Context: an optimization exercise on an open-source flow, tuned for small area and a short achievable clock period. The choices shown serve that exercise and are no tape-out recipe.
The RTL was checked by simulation tests, not by an equivalence proof against the original design.

== build 4 ==
==> flow/design.v (excerpt) <==
module dadda_32_reg(clk, A, B, Y);
    input clk;
    input [31:0] A;
    input [31:0] B;
    output reg [63:0] Y;
    reg [31:0] a_r, b_r;
    wire [63:0] p;
    dadda_32 mult(.A(a_r), .B(b_r), .Y(p));
    always @(posedge clk) begin
        a_r <= A;
        b_r <= B;
        Y   <= p;
    end
endmodule
For scale: roughly 2600 cells after synthesis, roughly 130 flip-flops, roughly 130 I/O pins.
Settings: LEC_CHECK=0, CAP_MARGIN=20, CORE_MARGIN=2, CORE_UTILIZATION=55, SLEW_MARGIN=20, SYNTH_HIERARCHICAL=1, SYNTH_MINIMUM_KEEP_SIZE=0; clock period 24.0 ns.
standard.sh (not shown) runs the stock make flow with config.mk's settings and CLKGATE_MAP_FILE= SYNTH_SCRIPT=/design/flow/synth_recipe.tcl, a recipe that flattens the netlist after the stock synthesis.
==> flow/flow/run.sh <==
#!/bin/bash
# The standard layout, with timing repair aiming for a setup slack of
# 17 ns at the design's 24 ns clock, so that the achieved period shrinks,
# the smallest buffer on each port, and a light load in ABC's mapping so that
# the single-gate modules map to the smallest cells (timing repair sizes them).
bash standard.sh SETUP_SLACK_MARGIN=17 'BUFFER_PORTS_ARGS=-buffer_cell sky130_fd_sc_hd__buf_1' ABC_LOAD_IN_FF=1 finish > standard.log 2>&1
--- input diff build 4..build 22 ---
==> flow/flow/run.sh <==
#!/bin/bash
# The standard layout, with timing repair aiming for a setup slack of
# 18 ns at the design's 24 ns clock, so that the achieved period shrinks,
# the smallest buffer on each port, and a light load in ABC's mapping so that
# the single-gate modules map to the smallest cells (timing repair sizes them).
bash standard.sh SETUP_SLACK_MARGIN=18 'BUFFER_PORTS_ARGS=-buffer_cell sky130_fd_sc_hd__buf_1' ABC_LOAD_IN_FF=1 finish > standard.log 2>&1
==> comparison <==
| fmax | build 22 vs build 4 | better |. Per the comparison of build 22 with build 4, overall routing resource usage went up 1.1 points, first-pass GRT wire length went up 2.6%.
The inputs of build 8 differ from those of build 22 as listed below.
==> flow/flow/run.sh <==
#!/bin/bash
# The standard layout, with timing repair aiming for a setup slack of
# 17.5 ns at the design's 24 ns clock, so that the achieved period shrinks,
# the smallest buffer on each port, and a light load in ABC's mapping so that
# the single-gate modules map to the smallest cells (timing repair sizes them).
bash standard.sh SETUP_SLACK_MARGIN=17.5 'BUFFER_PORTS_ARGS=-buffer_cell sky130_fd_sc_hd__buf_1' ABC_LOAD_IN_FF=1 finish > standard.log 2>&1
--- outcome ---
- Against build 22, build 8 comes in 0.86 points lower on global-route usage.
- Wire: build 8 routes less than build 22
- Between build 22 and build 8, non-clock buffer count is higher for build 22, build 8 comes in under that.
- Of build 22 and build 8, the higher fraction of area in registers belongs to build 8.
- Count of instances resized after the clock tree is built, build 22 and build 8: larger value in build 22
- Share of the final layout cell area in multi-input gates: build 8 higher than build 22
- Compared with build 22, build 8 instantiates a smaller number of cells.

========
== JK ==
dadda_32_reg, a different RTL version from the one above (not shown whole).
For scale: roughly 2,500 cells after synthesis, ~130 flip-flops, roughly 26,000 sq um of cells after synthesis.
==> flow/config.mk <==
export PLATFORM = sky130hd
export DESIGN_NAME = dadda_32_reg
export DESIGN_NICKNAME = dadda_32_reg
export VERILOG_FILES = /design/flow/design.v
export SDC_FILE = /design/flow/constraint.sdc
export NUM_CORES = 4
export LEC_CHECK = 0
export CAP_MARGIN = 20
export CORE_MARGIN = 2
export CORE_UTILIZATION = 55
export SLEW_MARGIN = 20
export SYNTH_HIERARCHICAL = 1
export SYNTH_MINIMUM_KEEP_SIZE = 0
==> flow/constraint.sdc <==
create_clock -name core_clock -period 24.0 [get_ports {clk}]
set_input_delay 4.8000 -clock core_clock [delete_from_list [all_inputs] [get_ports {clk}]]
set_output_delay 4.8000 -clock core_clock [all_outputs]
set_load 0.01 [all_outputs]
==> flow/flow/run.sh <==
#!/bin/bash
# The standard layout, with timing repair aiming for a setup slack of
# 18 ns at the design's 24 ns clock, so that the achieved period shrinks,
# the smallest buffer on each port, and a light load in ABC's mapping so that
# the single-gate modules map to the smallest cells (timing repair sizes them).
bash standard.sh SETUP_SLACK_MARGIN=18 'BUFFER_PORTS_ARGS=-buffer_cell sky130_fd_sc_hd__buf_1' ABC_LOAD_IN_FF=1 finish > standard.log 2>&1
JK | status: complete | timing, DRC, antenna: pass
> inputs changed (JK -> MS)
- an added CTS_BUF_LIST of sky130_fd_sc_hd__clkbuf_8
- an added PLACE_DENSITY of 0.7
- a change of CORE_UTILIZATION from 55 to 62
==> comparison <==
For JK, the launch point of the worst path was b_r[1], unlike MS, where it was Y[39].
[MS] setup slack fell 0.039 ns relative to JK
Compared with JK, MS degrades via count.
Max hold slack across MS and JK: JK
Measured against each other, MS and JK differ in register-to-register slack, the lower figure coming from MS.
Layout cell share with drive strength beyond 1 on MS is up relative to JK.
Looking only at number of signal-net buffers in the layout, and setting everything else aside, the lower value of MS and JK goes to MS.
Looking at MS and JK, the fraction of area in registers is a wash.
MS ends up with a cell total after placement that is 75 lower than in JK.
Modified inputs, AL compared to MS
- PLACE_DENSITY no longer set, was 0.7
- CORE_UTILIZATION now 55, was 62
- CTS_BUF_LIST no longer set, was sky130_fd_sc_hd__clkbuf_8
==> flow/flow/run.sh <==
#!/bin/bash
# The standard layout, with timing repair aiming for a setup slack of
# 17.75 ns at the design's 24 ns clock, so that the achieved period shrinks,
# the smallest buffer on each port, and a light load in ABC's mapping so that
# the single-gate modules map to the smallest cells (timing repair sizes them).
bash standard.sh SETUP_SLACK_MARGIN=17.75 'BUFFER_PORTS_ARGS=-buffer_cell sky130_fd_sc_hd__buf_1' ABC_LOAD_IN_FF=1 finish > standard.log 2>&1
Results
AL vs MS — starting DRC count in detailed routing dropped by more than 10%. Changes observed in AL relative to MS: global placement routability congestion decreased 5.3%, sum of met3 wire segment lengths after detailed routing decreased 18%, post-route core utilization decreased 9.7 points. Per the final summary, AL finished and its layout is clean on timing, DRC and antenna.
--- input diff AL..TR ---
- an added CTS_BUF_LIST of sky130_fd_sc_hd__clkbuf_8
==> flow/flow/run.sh <==
#!/bin/bash
# The standard layout, with timing repair aiming for a setup slack of
# 18.25 ns at the design's 24 ns clock, so that the achieved period shrinks,
# the smallest buffer on each port, and a light load in ABC's mapping so that
# the single-gate modules map to the smallest cells (timing repair sizes them).
bash standard.sh SETUP_SLACK_MARGIN=18.25 'BUFFER_PORTS_ARGS=-buffer_cell sky130_fd_sc_hd__buf_1' ABC_LOAD_IN_FF=1 finish > standard.log 2>&1
Results
Lower data required time of the critical path was reported by TR, not AL. The share of cell area taken by multi-input logic gates in TR sits 4.0 points below the value recorded for AL. Clock insertion delay at the later pin of the skew report ends up lower on AL. In TR relative to AL, number of fillers in the final layout had gone down by more than 10%. TR reports its slowest stage cell on the critical path as sky130_fd_sc_hd__dfxtp_2 while AL reports sky130_fd_sc_hd__fa_1.

[afterwards: timing with drivers on the ports]
The results above use ideal ports. As a check the final layouts listed here were re-extracted and re-timed, cells and wires unchanged. Step 1 sets driving cells, clkbuf_16 on the clock port and buf_2 on the other inputs (assumed; they add their load-dependent delay and slew). Step 2 adds t to the input delays and takes it off the output delays; t is the mean of the earliest and latest rising clock arrival at the registers after step 1. Input paths then give back, and output paths get back, about the clock's delay inside the block. Slacks: ideal / step 1 / step 2; pairs: ideal / step 1.
run | t (ns) | setup slack, ns | cell pins on the clock port's net
build 4 | 0.559 | 17.311 / 17.311 / 17.311 | 1
build 22 | 0.551 | 18.116 / 18.069 / 18.116 | 1
build 8 | 0.549 | 17.686 / 17.686 / 17.686 | 1
JK | 0.552 | 18.053 / 18.053 / 18.053 | 1
MS | 0.637 | 18.014 / 17.959 / 18.014 | 1
AL | 0.556 | 17.898 / 17.898 / 17.898 | 1
TR | 0.625 | 18.155 / 18.096 / 18.171 | 1
After both steps setup and hold are still met in every run listed.
